What follows belongs to an exercise in optimizing a design on an open flow for small area; a production flow would make more cautious choices.
At most, simulation tests tie the RTL to the original design; equivalence was not proved.
No activity file was given, so power comes from the tool's default toggle rates. The flow treats the clock pin as an ideal source, which a real chip does not have.

// router_top
module router_top(clock,resetn,read_enb_0,read_enb_1,read_enb_2,data_in,pkt_valid,
       data_out_0,data_out_1,data_out_2,valid_out_0,valid_out_1,valid_out_2,err,busy);
input clock,resetn,read_enb_0,read_enb_1,read_enb_2,pkt_valid;
input wire [7:0]data_in;
output valid_out_0,valid_out_1,valid_out_2,err,busy;
output wire [7:0]data_out_0,data_out_1,data_out_2;
localparam DA  = 3'b000,  
           LFD = 3'b001,  
           LD  = 3'b010,  
           FFS = 3'b011,  
           LAF = 3'b100,  
           LP  = 3'b101,  
           CPE = 3'b110,  
           WTE = 3'b111;  
reg [2:0] st, nst;
wire s_da  = st == DA;
wire s_lfd = st == LFD;
wire s_ld  = st == LD;
wire s_laf = st == LAF;
wire [2:0] empty, full;
assign valid_out_0 = ~empty[0];
assign valid_out_1 = ~empty[1];
assign valid_out_2 = ~empty[2];
wire c0 = ~empty[0] & ~read_enb_0;
wire c1 = ~empty[1] & ~read_enb_1;
wire c2 = ~empty[2] & ~read_enb_2;
reg [4:0] t0, t1, t2;
wire sr0 = t0 == 5'd16;
wire sr1 = t1 == 5'd16;
wire sr2 = t2 == 5'd16;
function fb;
  input [4:0] t;
  case (t)
    5'd0, 5'd1, 5'd2, 5'd4, 5'd6, 5'd8, 5'd9, 5'd10, 5'd12, 5'd14, 5'd16, 5'd19, 5'd21, 5'd23, 5'd27, 5'd29, 5'd31: fb = 1'b1;
    default: fb = 1'b0;
  endcase
endfunction
always @(posedge clock) begin
  t0 <= (~resetn | ~c0) ? 5'd0 : {t0[3:0], fb(t0)};
  t1 <= (~resetn | ~c1) ? 5'd0 : {t1[3:0], fb(t1)};
  t2 <= (~resetn | ~c2) ? 5'd0 : {t2[3:0], fb(t2)};
end
reg [1:0] dst;       
reg lpv, pd;         
wire ffull = (dst == 2'd0) ? full[0] : (dst == 2'd1) ? full[1] : (dst == 2'd2) ? full[2] : 1'b0;
wire [1:0] a = data_in[1:0];
wire a_empty = (a == 2'd0) ? empty[0] : (a == 2'd1) ? empty[1] : (a == 2'd2) ? empty[2] : 1'b0;
always @(*) begin
  case (st)
  ...
export LEC_CHECK = 0
export CAP_MARGIN = 20
export CORE_MARGIN = 2
export CORE_UTILIZATION = 75
export SLEW_MARGIN = 20
create_clock -name core_clock -period 5.0 [get_ports {clock}]
standard.sh (not shown) runs the stock make flow with config.mk's settings and CLKGATE_MAP_FILE= SYNTH_SCRIPT=/design/flow/synth_recipe.tcl, a recipe that flattens the netlist after the stock synthesis.
==> flow/flow/run.sh <==
#!/bin/bash
# The standard layout (standard.sh) with three changes:
#  - synthesis maps logic with an area-oriented ABC script (flow/synth.tcl);
#  - clock tree synthesis inserts no dummy loads and uses larger sink clusters;
#  - the input and output ports get the smallest buffer.
set -euo pipefail
here=$(pwd)
export AREA_ABC_SCRIPT=$here/flow/area.abc
export CTS_ARGS="-sink_clustering_enable -repair_clock_nets -dont_use_dummy_load -sink_clustering_size 30 -sink_clustering_max_diameter 120 -buf_list sky130_fd_sc_hd__clkbuf_16"
export BUFFER_PORTS_ARGS="-buffer_cell sky130_fd_sc_hd__buf_1"
sed "s|SYNTH_SCRIPT=[^ ]*|SYNTH_SCRIPT=$here/flow/synth.tcl|" standard.sh > layout.sh
grep -q "SYNTH_SCRIPT=$here/flow/synth.tcl" layout.sh
bash layout.sh > layout.log 2>&1
==> flow/flow/area.abc <==
strash
dc2
dch -f
amap
topo
strash
dch -f
amap
topo
==> flow/flow/synth.tcl <==
# The standard synthesis (synth_recipe.tcl), except that ABC maps the logic
# with an area-oriented script (flow/area.abc) instead of ORFS's speed script.
# Registers are mapped before ABC runs, so they are the standard ones.
proc synth {args} { yosys synth -nofsm -noshare {*}$args }
proc abc {args} {
  set i [lsearch -exact $args -script]
  if { $i >= 0 } { set args [lreplace $args $i [expr {$i + 1}] -script $::env(AREA_ABC_SCRIPT)] }
  yosys abc {*}$args
}
source $::env(SCRIPTS_DIR)/synth.tcl
# left out here: clear keep_hierarchy, flatten, clean up, hide names made inside functions, write 1_2_yosys.v
Then changed:
- CAP_MARGIN: 20 -> 0
- CORE_UTILIZATION: 75 -> 70
- SLEW_MARGIN: 20 -> 0
The changed run went through all stages and came out clean; design area hardly moves; total power drops by 0.81%; wire length drops by 3.2%; via count drops by 2.7%; area after synthesis is unchanged; worst setup slack degrades by 38 ps; count of clock-buffer cells in the layout stays the same; die area climbs by 7.0%; hold slack stays flat.
Then changed:
==> flow/flow/area.abc (replaced) <==
strash
dc2
&get -n
&st
&dch -f
&nf -R 1000
&put
topo
- CAP_MARGIN: 0 -> 20
- SLEW_MARGIN: 0 -> 20
What happened:
- The changed run went through all stages and came out clean
- global-route usage increases by 0.40 points
- count of clock-buffer cells in the layout is unchanged
- final area climbs slightly
Then changed:
==> flow/flow/area.abc (replaced) <==
strash
dc2
dch -f
amap
topo
strash
dch -f
amap
topo
- GPL_TIMING_DRIVEN: unset -> 0
Worst setup slack loses 380 ps.
Synthesized area goes down by about 0.34%.
Critical path depth is higher by 3.
Die area falls by about 0.33%.
Cell count goes up by 1.0%.
Combinational power goes up by about 3%.
Then changed:
--- a/flow/flow/run.sh
+++ b/flow/flow/run.sh
@@ -8,3 +8,3 @@
 export AREA_ABC_SCRIPT=$here/flow/area.abc
-export CTS_ARGS="-sink_clustering_enable -repair_clock_nets -dont_use_dummy_load -sink_clustering_size 30 -sink_clustering_max_diameter 120 -buf_list sky130_fd_sc_hd__clkbuf_16"
+export CTS_ARGS="-sink_clustering_enable -repair_clock_nets -dont_use_dummy_load -sink_clustering_size 30 -sink_clustering_max_diameter 70 -buf_list sky130_fd_sc_hd__clkbuf_16"
 export BUFFER_PORTS_ARGS="-buffer_cell sky130_fd_sc_hd__buf_1"
==> flow/flow/area.abc (replaced) <==
strash
dc2
dch -f
amap
topo
- GPL_TIMING_DRIVEN: 0 -> unset
=> The new run finished clean. Synthesized cell count rises by 1.5%. Worst setup slack is better by 510 ps. Register-to-register slack improves by 510 ps. Via count decreases by 0.80%. Routed wire length went down by 2.4%. Die area increases by 0.50%. Sequential cell count is unchanged.
Then changed:
--- a/flow/flow/run.sh
+++ b/flow/flow/run.sh
@@ -8,3 +8,3 @@
 export AREA_ABC_SCRIPT=$here/flow/area.abc
-export CTS_ARGS="-sink_clustering_enable -repair_clock_nets -dont_use_dummy_load -sink_clustering_size 30 -sink_clustering_max_diameter 70 -buf_list sky130_fd_sc_hd__clkbuf_16"
+export CTS_ARGS="-sink_clustering_enable -repair_clock_nets -dont_use_dummy_load -sink_clustering_size 32 -sink_clustering_max_diameter 120 -buf_list sky130_fd_sc_hd__clkbuf_16"
 export BUFFER_PORTS_ARGS="-buffer_cell sky130_fd_sc_hd__buf_1"
==> flow/flow/area.abc (replaced) <==
strash
dc2
dch -f
amap
topo
strash
dch -f
amap
topo
- CORE_UTILIZATION: 70 -> 75
Outcome:
- The new run went through all stages and came out clean
- combinational power increases by a few percent
- final area decreases slightly
- area after synthesis decreases slightly
- non-clock buffer count increases by 2
- clock skew decreases by 24 ps
- setup slack got worse by 67 ps
- utilization increases by 5.7 points

========
== P ==
Another version of the RTL of router_top (not shown whole).
Size: about 1400 cells after synthesis, about 43 I/O pins.
make LEC_CHECK=0 CAP_MARGIN=20 CORE_MARGIN=2 CORE_UTILIZATION=60 CTS_BUF_LIST=sky130_fd_sc_hd__clkbuf_8 CTS_CLUSTER_DIAMETER=50 CTS_CLUSTER_SIZE=16 SLEW_MARGIN=20 finish   # period 5.0 ns
run.sh (not shown) runs the stock make flow with config.mk's settings and CLKGATE_MAP_FILE= SYNTH_SCRIPT=/design/flow/synth_recipe.tcl, a recipe that flattens the netlist after the stock synthesis.
Stock flow here: none of the scripts above is used.
[inputs] Q vs P
- swapping sky130_fd_sc_hd__clkbuf_8 for sky130_fd_sc_hd__clkbuf_16 in CTS_BUF_LIST
- swapping 16 for 25 in CTS_CLUSTER_SIZE
- swapping 50 for 60 in CTS_CLUSTER_DIAMETER
[summary]
Post-CTS clock slew at the launch and capture registers of the worst setup and hold paths on Q is down relative to P. | global routing usage summed across all routing layers | P vs Q | ≈ equal |. [compare] base=P new=Q: post-layout instance area picked up an extra 0.62%, power picked up an extra 2.0%.
No run of this note included a check of the RTL's function; only the layout flow was run.

========
Setup of yarrow:
router_top, a different RTL version from the one above (not shown whole).
Size: about 43 I/O pins.
==> flow/config.mk <==
export PLATFORM = sky130hd
export DESIGN_NAME = router_top
export DESIGN_NICKNAME = router_top
export VERILOG_FILES = /design/flow/design.v
export SDC_FILE = /design/flow/constraint.sdc
export NUM_CORES = 4
export LEC_CHECK = 0
export CAP_MARGIN = 20
export CORE_MARGIN = 2
export CORE_UTILIZATION = 60
export CTS_BUF_LIST = sky130_fd_sc_hd__clkbuf_16
export CTS_CLUSTER_DIAMETER = 60
export CTS_CLUSTER_SIZE = 25
export SLEW_MARGIN = 20
==> flow/constraint.sdc <==
create_clock -name core_clock -period 5.0 [get_ports {clock}]
set_input_delay 1.0000 -clock core_clock [delete_from_list [all_inputs] [get_ports {clock}]]
set_output_delay 1.0000 -clock core_clock [all_outputs]
set_load 0.01 [all_outputs]
--- input diff yarrow..fjord ---
Settings: a deleted CTS_CLUSTER_DIAMETER that had been 60; a deleted CTS_CLUSTER_SIZE that had been 25; a deleted CTS_BUF_LIST that had been sky130_fd_sc_hd__clkbuf_16; a change of CORE_UTILIZATION from 60 to 70.
==> flow/flow/run.sh (new file) <==
#!/bin/bash
# Standard layout, with two changes: clock tree synthesis without dummy loads,
# and the smallest buffer on the input and output ports.
set -euo pipefail
export CTS_ARGS="-sink_clustering_enable -repair_clock_nets -dont_use_dummy_load -sink_clustering_size 30 -sink_clustering_max_diameter 70 -buf_list sky130_fd_sc_hd__clkbuf_16"
export BUFFER_PORTS_ARGS="-buffer_cell sky130_fd_sc_hd__buf_1"
bash standard.sh > standard.log 2>&1
==> flow/standard.sh (new file) <==
#!/bin/bash
# synth_recipe.tcl (not shown) runs the flow's synth.tcl, then flattens the netlist and writes it again
# the make line also repeats each setting of config.mk as NAME=value (left out here)
make -C /OpenROAD-flow-scripts/flow DESIGN_CONFIG=/design/flow/config.mk WORK_HOME=/design/flow/orfs CLKGATE_MAP_FILE= SYNTH_SCRIPT=/design/flow/synth_recipe.tcl "${@:-finish}"
removed: flow/run.sh
==> comparison <==
- No stage failed in fjord, and the final checks on the layout all came back clean.
- Count of clock-buffer cells in the layout: lower on fjord
- The run with more routed wire is yarrow, not fjord.
- fjord vs. yarrow: post-route total power fell 7.9%, share of the clock period used by the worst path after layout now larger.
Edits applied to the flow inputs when going from fjord to raven:
Settings: setting CTS_CLUSTER_DIAMETER to 60 for the first time; setting CTS_CLUSTER_SIZE to 25 for the first time; setting CTS_BUF_LIST to sky130_fd_sc_hd__clkbuf_16 for the first time; changing CORE_UTILIZATION from 70 to 60.
==> flow/flow/run.sh <==
#!/bin/bash
# Standard layout, with two changes: clock tree synthesis without dummy loads,
# and the smallest buffer on the input and output ports.
set -euo pipefail
export CTS_ARGS="-sink_clustering_enable -repair_clock_nets -dont_use_dummy_load -sink_clustering_size 25 -sink_clustering_max_diameter 60 -buf_list sky130_fd_sc_hd__clkbuf_16"
export BUFFER_PORTS_ARGS="-buffer_cell sky130_fd_sc_hd__buf_1"
bash standard.sh > standard.log 2>&1
==> run notes <==
Diff fjord -> raven | sum of net half-perimeters after detailed placement | increase of 910 um
In the flow results for fjord and raven, the post-route minimum period is smaller on fjord.
[compare] base=fjord new=raven: critical path arrival moved up; wire length moved up.
Total die area on raven is behind fjord.
Lower final period utilization goes to fjord over raven.
Here is what was changed in the inputs of nickel compared with raven.
Settings: CORE_UTILIZATION: 60 -> 70; CTS_CLUSTER_DIAMETER: 60 -> unset; CTS_CLUSTER_SIZE: 25 -> unset; CTS_BUF_LIST: sky130_fd_sc_hd__clkbuf_16 -> unset.
==> flow/flow/run.sh <==
#!/bin/bash
# The standard layout (standard.sh) with three changes:
#  - synthesis maps logic with an area-oriented ABC script (flow/synth.tcl);
#  - clock tree synthesis inserts no dummy loads and uses larger sink clusters;
#  - the input and output ports get the smallest buffer.
set -euo pipefail
here=$(pwd)
export AREA_ABC_SCRIPT=$here/flow/area.abc
export CTS_ARGS="-sink_clustering_enable -repair_clock_nets -dont_use_dummy_load -sink_clustering_size 30 -sink_clustering_max_diameter 70 -buf_list sky130_fd_sc_hd__clkbuf_16"
export BUFFER_PORTS_ARGS="-buffer_cell sky130_fd_sc_hd__buf_1"
sed "s|SYNTH_SCRIPT=[^ ]*|SYNTH_SCRIPT=$here/flow/synth.tcl|" standard.sh > layout.sh
grep -q "SYNTH_SCRIPT=$here/flow/synth.tcl" layout.sh
bash layout.sh > layout.log 2>&1
==> flow/flow/area.abc (new file) <==
strash
dc2
dch -f
amap
topo
==> flow/flow/synth.tcl (new file) <==
# The standard synthesis (synth_recipe.tcl), except that ABC maps the logic
# with an area-oriented script (flow/area.abc) instead of ORFS's speed script.
# Registers are mapped before ABC runs, so they are the standard ones.
proc synth {args} { yosys synth -nofsm -noshare {*}$args }
proc abc {args} {
  set i [lsearch -exact $args -script]
  if { $i >= 0 } { set args [lreplace $args $i [expr {$i + 1}] -script $::env(AREA_ABC_SCRIPT)] }
  yosys abc {*}$args
}
source $::env(SCRIPTS_DIR)/synth.tcl
# left out here: clear keep_hierarchy, flatten, clean up, hide names made inside functions, write 1_2_yosys.v
## What came out
- Per the comparison of nickel with raven, summed area of non-filler cells in the final layout decreased 5.3%; non-clock buffer count has decreased; clock insertion delay at the later pin of the skew report up 0.03 ns.
- Delta (nickel minus raven): final cell count went down 94; relative area change from synthesis to final layout went up 0.15 points; via count of the first global-routing pass went up 207.
No run of this note included a check of the RTL's function; only the layout flow was run.

========
v47:
The RTL this note starts from:
==> flow/design.v <==
module router_top(clock,resetn,read_enb_0,read_enb_1,read_enb_2,data_in,pkt_valid,
       data_out_0,data_out_1,data_out_2,valid_out_0,valid_out_1,valid_out_2,err,busy);
input clock,resetn,read_enb_0,read_enb_1,read_enb_2,pkt_valid;
input wire [7:0]data_in;
output valid_out_0,valid_out_1,valid_out_2,err,busy;
output wire [7:0]data_out_0,data_out_1,data_out_2;
localparam DA  = 3'b000,  
           LFD = 3'b001,  
           LD  = 3'b010,  
           FFS = 3'b011,  
           LAF = 3'b100,  
           LP  = 3'b101,  
           CPE = 3'b110,  
           WTE = 3'b111;  
reg [2:0] st, nst;
wire s_da  = st == DA;
wire s_lfd = st == LFD;
wire s_ld  = st == LD;
wire s_laf = st == LAF;
wire [2:0] empty, full;
assign valid_out_0 = ~empty[0];
assign valid_out_1 = ~empty[1];
assign valid_out_2 = ~empty[2];
wire c0 = ~empty[0] & ~read_enb_0;
wire c1 = ~empty[1] & ~read_enb_1;
wire c2 = ~empty[2] & ~read_enb_2;
reg [4:0] t0, t1, t2;
wire sr0 = t0 == 5'd16;
wire sr1 = t1 == 5'd16;
wire sr2 = t2 == 5'd16;
function fb;
  input [4:0] t;
  case (t)
    5'd0, 5'd1, 5'd2, 5'd4, 5'd6, 5'd8, 5'd9, 5'd10, 5'd12, 5'd14, 5'd16, 5'd19, 5'd21, 5'd23, 5'd27, 5'd29, 5'd31: fb = 1'b1;
    default: fb = 1'b0;
  endcase
endfunction
always @(posedge clock) begin
  t0 <= (~resetn | ~c0) ? 5'd0 : {t0[3:0], fb(t0)};
  t1 <= (~resetn | ~c1) ? 5'd0 : {t1[3:0], fb(t1)};
  t2 <= (~resetn | ~c2) ? 5'd0 : {t2[3:0], fb(t2)};
end
reg [1:0] dst;       
reg lpv, pd;         
wire ffull = (dst == 2'd0) ? full[0] : (dst == 2'd1) ? full[1] : (dst == 2'd2) ? full[2] : 1'b0;
wire [1:0] a = data_in[1:0];
wire a_empty = (a == 2'd0) ? empty[0] : (a == 2'd1) ? empty[1] : (a == 2'd2) ? empty[2] : 1'b0;
always @(*) begin
  case (st)
    DA:  nst = (pkt_valid && a != 2'd3) ? (a_empty ? LFD : WTE) : DA;
    WTE: nst = a_empty ? LFD : (a == 2'd3) ? DA : WTE;
    LFD: nst = LD;
    LD:  nst = ffull ? FFS : (~pkt_valid ? LP : LD);
    FFS: nst = ffull ? FFS : LAF;
    LAF: nst = pd ? DA : (lpv ? LP : LD);
    LP:  nst = CPE;
    default: nst = ffull ? FFS : DA;  
  endcase
end
always @(posedge clock) begin
  if (~resetn)
    st <= DA;
  else if ((sr0 && a == 2'd0) || (sr1 && a == 2'd1) || (sr2 && a == 2'd2))
    st <= DA;
  else
    st <= nst;
end
assign busy = ~(s_da | s_ld);
wire wr_state = s_ld | s_laf | (st == LP);
reg [7:0] dreg;      
reg [7:0] hold;      
reg [7:0] par;       
reg e;
assign err = e;
always @(posedge clock) begin
  if (~resetn)
    hold <= 0;
  else if (s_ld & ffull)
    hold <= data_in;
end
wire [7:0] dmux = s_laf ? hold : data_in;
always @(posedge clock)
  if ((s_da & pkt_valid) | (s_ld & ~ffull) | s_laf)
    dreg <= dmux;
wire pen = (s_da & pkt_valid) | (s_ld & ~ffull) | (s_laf & (~lpv | ~pd));
always @(posedge clock)
  par <= (par & {8{~s_da}}) ^ (dmux & {8{pen}});
always @(posedge clock) begin
  if (~resetn | s_da)
    pd <= 0;
  else if ((s_ld & ~pkt_valid & ~ffull) | (s_laf & lpv))
    pd <= 1;
end
always @(posedge clock) begin
  if (~resetn | (st == CPE))
    lpv <= 0;
  else if (s_ld & ~pkt_valid)
    lpv <= 1;
end
always @(posedge clock) begin
  if (~resetn)
    e <= 0;
  else if (pd)
    e <= |par;
end
always @(posedge clock)
  if (s_da)
    dst <= a;
reg hf;
wire srd = (dst == 2'd0) ? sr0 : (dst == 2'd1) ? sr1 : (dst == 2'd2) ? sr2 : 1'b0;
always @(posedge clock)
  hf <= s_lfd & ~srd;
wire [2:0] we;
assign we[0] = wr_state & (dst == 2'd0);
assign we[1] = wr_state & (dst == 2'd1);
assign we[2] = wr_state & (dst == 2'd2);
wire [2:0] re = {read_enb_2, read_enb_1, read_enb_0};
wire [2:0] srv = {sr2, sr1, sr0};
wire [7:0] dout [0:2];
assign data_out_0 = dout[0];
assign data_out_1 = dout[1];
assign data_out_2 = dout[2];
genvar n, k;
generate for (n = 0; n < 3; n = n + 1) begin : fifo
  reg [8:0] m [0:15];
  reg [4:0] cnt;       
  reg z;               
  reg [5:0] g;         
  reg [7:0] q_out;
  integer i;
  wire clr = ~resetn | srv[n];
  assign empty[n] = cnt == 5'd0;
  assign full[n] = cnt[4];
  wire w = we[n] & ~full[n];
  wire r = re[n] & ~empty[n];
  wire [15:0] sel;
  for (k = 0; k < 16; k = k + 1) begin : dec
    assign sel[k] = cnt[3:0] == ((k + 1) % 16);
  end
  reg [8:0] q;
  always @(*) begin
    q = 0;
    for (i = 0; i < 16; i = i + 1)
      q = q | (m[i] & {9{sel[i]}});
  end
  always @(posedge clock)
    if (w) begin
      m[0] <= {hf, dreg};
      for (i = 1; i < 16; i = i + 1)
        m[i] <= m[i-1];
    end
  always @(posedge clock) begin
    if (clr)
      cnt <= 0;
    else
      cnt <= cnt + {{4{r & ~w}}, w ^ r};
  end
  always @(posedge clock) begin
    if (clr)
      z <= 1'b1;
    else if (r) begin
      if (q[8])
        z <= 1'b0;
      else if (g == 0)
        z <= 1'b1;
    end
  end
  always @(posedge clock)
    if (r) begin
      if (q[8])
        g <= q[7:2];
      else
        g <= g - 1'b1;
    end
  always @(posedge clock) begin
    if (clr)
      q_out <= 0;
    else if (r)
      q_out <= q[7:0];
    else if (z)
      q_out <= 0;
  end
  assign dout[n] = q_out;
end endgenerate
endmodule
export LEC_CHECK = 0
export CAP_MARGIN = 20
export CORE_MARGIN = 2
export CORE_UTILIZATION = 70
export SLEW_MARGIN = 20
create_clock -name core_clock -period 5.0 [get_ports {clock}]
standard.sh (not shown) runs the stock make flow with config.mk's settings and CLKGATE_MAP_FILE= SYNTH_SCRIPT=/design/flow/synth_recipe.tcl, a recipe that flattens the netlist after the stock synthesis.
==> flow/flow/run.sh <==
#!/bin/bash
# The standard layout (standard.sh) with three changes:
#  - synthesis maps logic with an area-oriented ABC script (flow/synth.tcl);
#  - clock tree synthesis inserts no dummy loads and uses larger sink clusters;
#  - the input and output ports get the smallest buffer.
set -euo pipefail
here=$(pwd)
export AREA_ABC_SCRIPT=$here/flow/area.abc
export CTS_ARGS="-sink_clustering_enable -repair_clock_nets -dont_use_dummy_load -sink_clustering_size 18 -sink_clustering_max_diameter 120 -buf_list sky130_fd_sc_hd__clkbuf_8 -root_buf sky130_fd_sc_hd__clkbuf_16"
export BUFFER_PORTS_ARGS="-buffer_cell sky130_fd_sc_hd__buf_1"
sed "s|SYNTH_SCRIPT=[^ ]*|SYNTH_SCRIPT=$here/flow/synth.tcl|" standard.sh > layout.sh
grep -q "SYNTH_SCRIPT=$here/flow/synth.tcl" layout.sh
bash layout.sh > layout.log 2>&1
==> flow/flow/area.abc <==
strash
dc2
dch -f
amap
topo
strash
dch -f
amap
topo
==> flow/flow/synth.tcl <==
# The standard synthesis (synth_recipe.tcl), except that ABC maps the logic
# with an area-oriented script (flow/area.abc) instead of ORFS's speed script.
# Registers are mapped before ABC runs, so they are the standard ones.
proc synth {args} { yosys synth -nofsm -noshare {*}$args }
proc abc {args} {
  set i [lsearch -exact $args -script]
  if { $i >= 0 } { set args [lreplace $args $i [expr {$i + 1}] -script $::env(AREA_ABC_SCRIPT)] }
  yosys abc {*}$args
}
source $::env(SCRIPTS_DIR)/synth.tcl
# left out here: clear keep_hierarchy, flatten, clean up, hide names made inside functions, write 1_2_yosys.v
[inputs] v36 vs v47
--- a/flow/flow/run.sh
+++ b/flow/flow/run.sh
@@ -7,5 +7,5 @@
 here=$(pwd)
 export AREA_ABC_SCRIPT=$here/flow/area.abc
-export CTS_ARGS="-sink_clustering_enable -repair_clock_nets -dont_use_dummy_load -sink_clustering_size 18 -sink_clustering_max_diameter 120 -buf_list sky130_fd_sc_hd__clkbuf_8 -root_buf sky130_fd_sc_hd__clkbuf_16"
+export CTS_ARGS="-sink_clustering_enable -repair_clock_nets -dont_use_dummy_load -sink_clustering_size 30 -sink_clustering_max_diameter 120 -buf_list sky130_fd_sc_hd__clkbuf_16"
 export BUFFER_PORTS_ARGS="-buffer_cell sky130_fd_sc_hd__buf_1"
 sed "s|SYNTH_SCRIPT=[^ ]*|SYNTH_SCRIPT=$here/flow/synth.tcl|" standard.sh > layout.sh
--- a/flow/flow/area.abc
+++ b/flow/flow/area.abc
@@ -8,2 +8,5 @@
 amap
 topo
+stime -c
+upsize -c
+dnsize -c
--- outcome ---
- Compared to v47, v36 has fraction of final layout cells with drive strength greater than 1 2.9 points higher.
- X dimension of the die went up slightly going from v47 to v36.
- STATUS worst setup slack: v36 loses against v47
- As far as count of multi-input gates goes, v36 and v47 are indistinguishable; the numbers are identical.
- Between v36 and v47, the routed via count divided by cell count does not differ in any meaningful way.
- Against v47, v36 comes in 8.7 points higher on post-route fraction of the period consumed by the critical path.
- From v47 to v36 the numbers moved as follows: pin count of the biggest net entering global routing has increased; combinational power share climbed 0.5 points; power shows an increase of 0.00017 W.
## Diff of input files: v23 against v36
--- a/flow/flow/run.sh
+++ b/flow/flow/run.sh
@@ -8,4 +8,5 @@
 export AREA_ABC_SCRIPT=$here/flow/area.abc
 export CTS_ARGS="-sink_clustering_enable -repair_clock_nets -dont_use_dummy_load -sink_clustering_size 30 -sink_clustering_max_diameter 120 -buf_list sky130_fd_sc_hd__clkbuf_16"
+export GPL_KEEP_OVERFLOW=0
 export BUFFER_PORTS_ARGS="-buffer_cell sky130_fd_sc_hd__buf_1"
 sed "s|SYNTH_SCRIPT=[^ ]*|SYNTH_SCRIPT=$here/flow/synth.tcl|" standard.sh > layout.sh
==> flow/flow/area.abc <==
strash
dc2
dch -f
amap
topo
strash
dch -f
amap
topo
## What came out
- v23 has completed all stages; timing, DRC and antenna checks passed.
- Relative to v36, clock power share has decreased by 0.4 points in v23.
- Sequential area share after synthesis: v23 vs v36 up 1.1 points
- v23: area of the mapped netlist lower than v36
- For v23, the last element of the critical path was fifo[1].cnt[4], unlike v36, where it was fifo[2].cnt[4].
- Of the two candidates, v36 has the better power and v23 the worse one.
- [compare] base=v36 new=v23: total clock sinks level; non-clock buffer count now larger; flip-flop and latch power held; core region area lower; global-route usage has increased.
> inputs changed (v23 -> v41)
- CAP_MARGIN now 0, was 20
- SLEW_MARGIN now 0, was 20
--- a/flow/flow/run.sh
+++ b/flow/flow/run.sh
@@ -8,5 +8,4 @@
 export AREA_ABC_SCRIPT=$here/flow/area.abc
 export CTS_ARGS="-sink_clustering_enable -repair_clock_nets -dont_use_dummy_load -sink_clustering_size 30 -sink_clustering_max_diameter 120 -buf_list sky130_fd_sc_hd__clkbuf_16"
-export GPL_KEEP_OVERFLOW=0
 export BUFFER_PORTS_ARGS="-buffer_cell sky130_fd_sc_hd__buf_1"
 sed "s|SYNTH_SCRIPT=[^ ]*|SYNTH_SCRIPT=$here/flow/synth.tcl|" standard.sh > layout.sh
[summary]
Diff v41..v23 | area taken by flip-flops and latches | unchanged
From v23 to v41 the numbers moved as follows: total number of vias shows a reduction of 233; maximum number of pins on one net before global-route repair shows an increase of about 200%; maximum operating frequency shows an increase of 11%.
No functional check of the RTL was part of any run of this note.

separate check: timing with driven ports:
Ports are ideal in the flow. The routed layouts listed here were re-timed in OpenROAD.
Step 1 sets driving cells, clkbuf_16 on the clock port and buf_2 on the other inputs (assumed; they add their load-dependent delay and slew).
Step 2 times the ports against the registers' clock, not the clock port: input delays grow and output delays shrink by t, the midpoint of the rising clock arrivals with the driver on.
Slacks: ideal / step 1 / step 2; pairs: ideal / step 1.
| run | shift t [ns] | slack for setup (ns) | hold slack, ns | latest minus earliest clock arrival (ns) | worst slew at a driven data input, ns |
|---|---|---|---|---|---|
| the first run of note 1 | 0.599 | 1.437 / 1.437 / 1.437 | 0.426 / 0.426 / 0.426 | 0.022 / 0.023 | 0.06 |
| the second run of note 1 | 0.600 | 1.399 / 1.399 / 1.399 | 0.425 / 0.425 / 0.425 | 0.017 / 0.018 | 0.07 |
| the third run of note 1 | 0.595 | 1.352 / 1.352 / 1.352 | 0.441 / 0.441 / 0.441 | 0.030 / 0.031 | 0.03 |
| the fourth run of note 1 | 0.595 | 0.975 / 0.975 / 0.975 | 0.428 / 0.428 / 0.428 | 0.018 / 0.019 | 0.04 |
| the fifth run of note 1 | 0.619 | 1.481 / 1.481 / 1.481 | 0.414 / 0.414 / 0.414 | 0.054 / 0.054 | 0.06 |
| the sixth run of note 1 | 0.597 | 1.414 / 1.414 / 1.414 | 0.423 / 0.423 / 0.423 | 0.024 / 0.023 | 0.06 |
| P | 0.688 | 1.280 / 1.228 / 1.510 | 0.444 / 0.444 / 0.444 | 0.044 / 0.044 | 0.04 |
| Q | 0.611 | 1.383 / 1.331 / 1.506 | 0.444 / 0.444 / 0.444 | 0.020 / 0.020 | 0.04 |
| yarrow | 0.583 | 1.677 / 1.635 / 1.357 | 0.436 / 0.436 / 0.436 | 0.034 / 0.033 | 0.07 |
| fjord | 0.607 | 1.495 / 1.495 / 1.495 | 0.422 / 0.422 / 0.422 | 0.063 / 0.063 | 0.08 |
| raven | 0.589 | 1.412 / 1.412 / 1.412 | 0.416 / 0.416 / 0.416 | 0.064 / 0.064 | 0.07 |
| nickel | 0.615 | 1.398 / 1.398 / 1.398 | 0.429 / 0.429 / 0.429 | 0.042 / 0.042 | 0.05 |
| v47 | 0.564 | 1.494 / 1.494 / 1.492 | 0.430 / 0.430 / 0.430 | 0.035 / 0.036 | 0.04 |
| v36 | 0.597 | 1.062 / 1.062 / 1.062 | 0.423 / 0.423 / 0.423 | 0.016 / 0.016 | 0.04 |
| v23 | 0.600 | 1.087 / 1.086 / 1.086 | 0.432 / 0.432 / 0.432 | 0.024 / 0.024 | 0.03 |
| v41 | 0.596 | 1.489 / 1.489 / 1.462 | 0.424 / 0.424 / 0.424 | 0.040 / 0.040 | 0.03 |
After both steps setup and hold are still met in every run listed. For yarrow, which loses most, drivers alone change the setup slack by -0.042 ns; drivers and shift together by -0.320 ns.
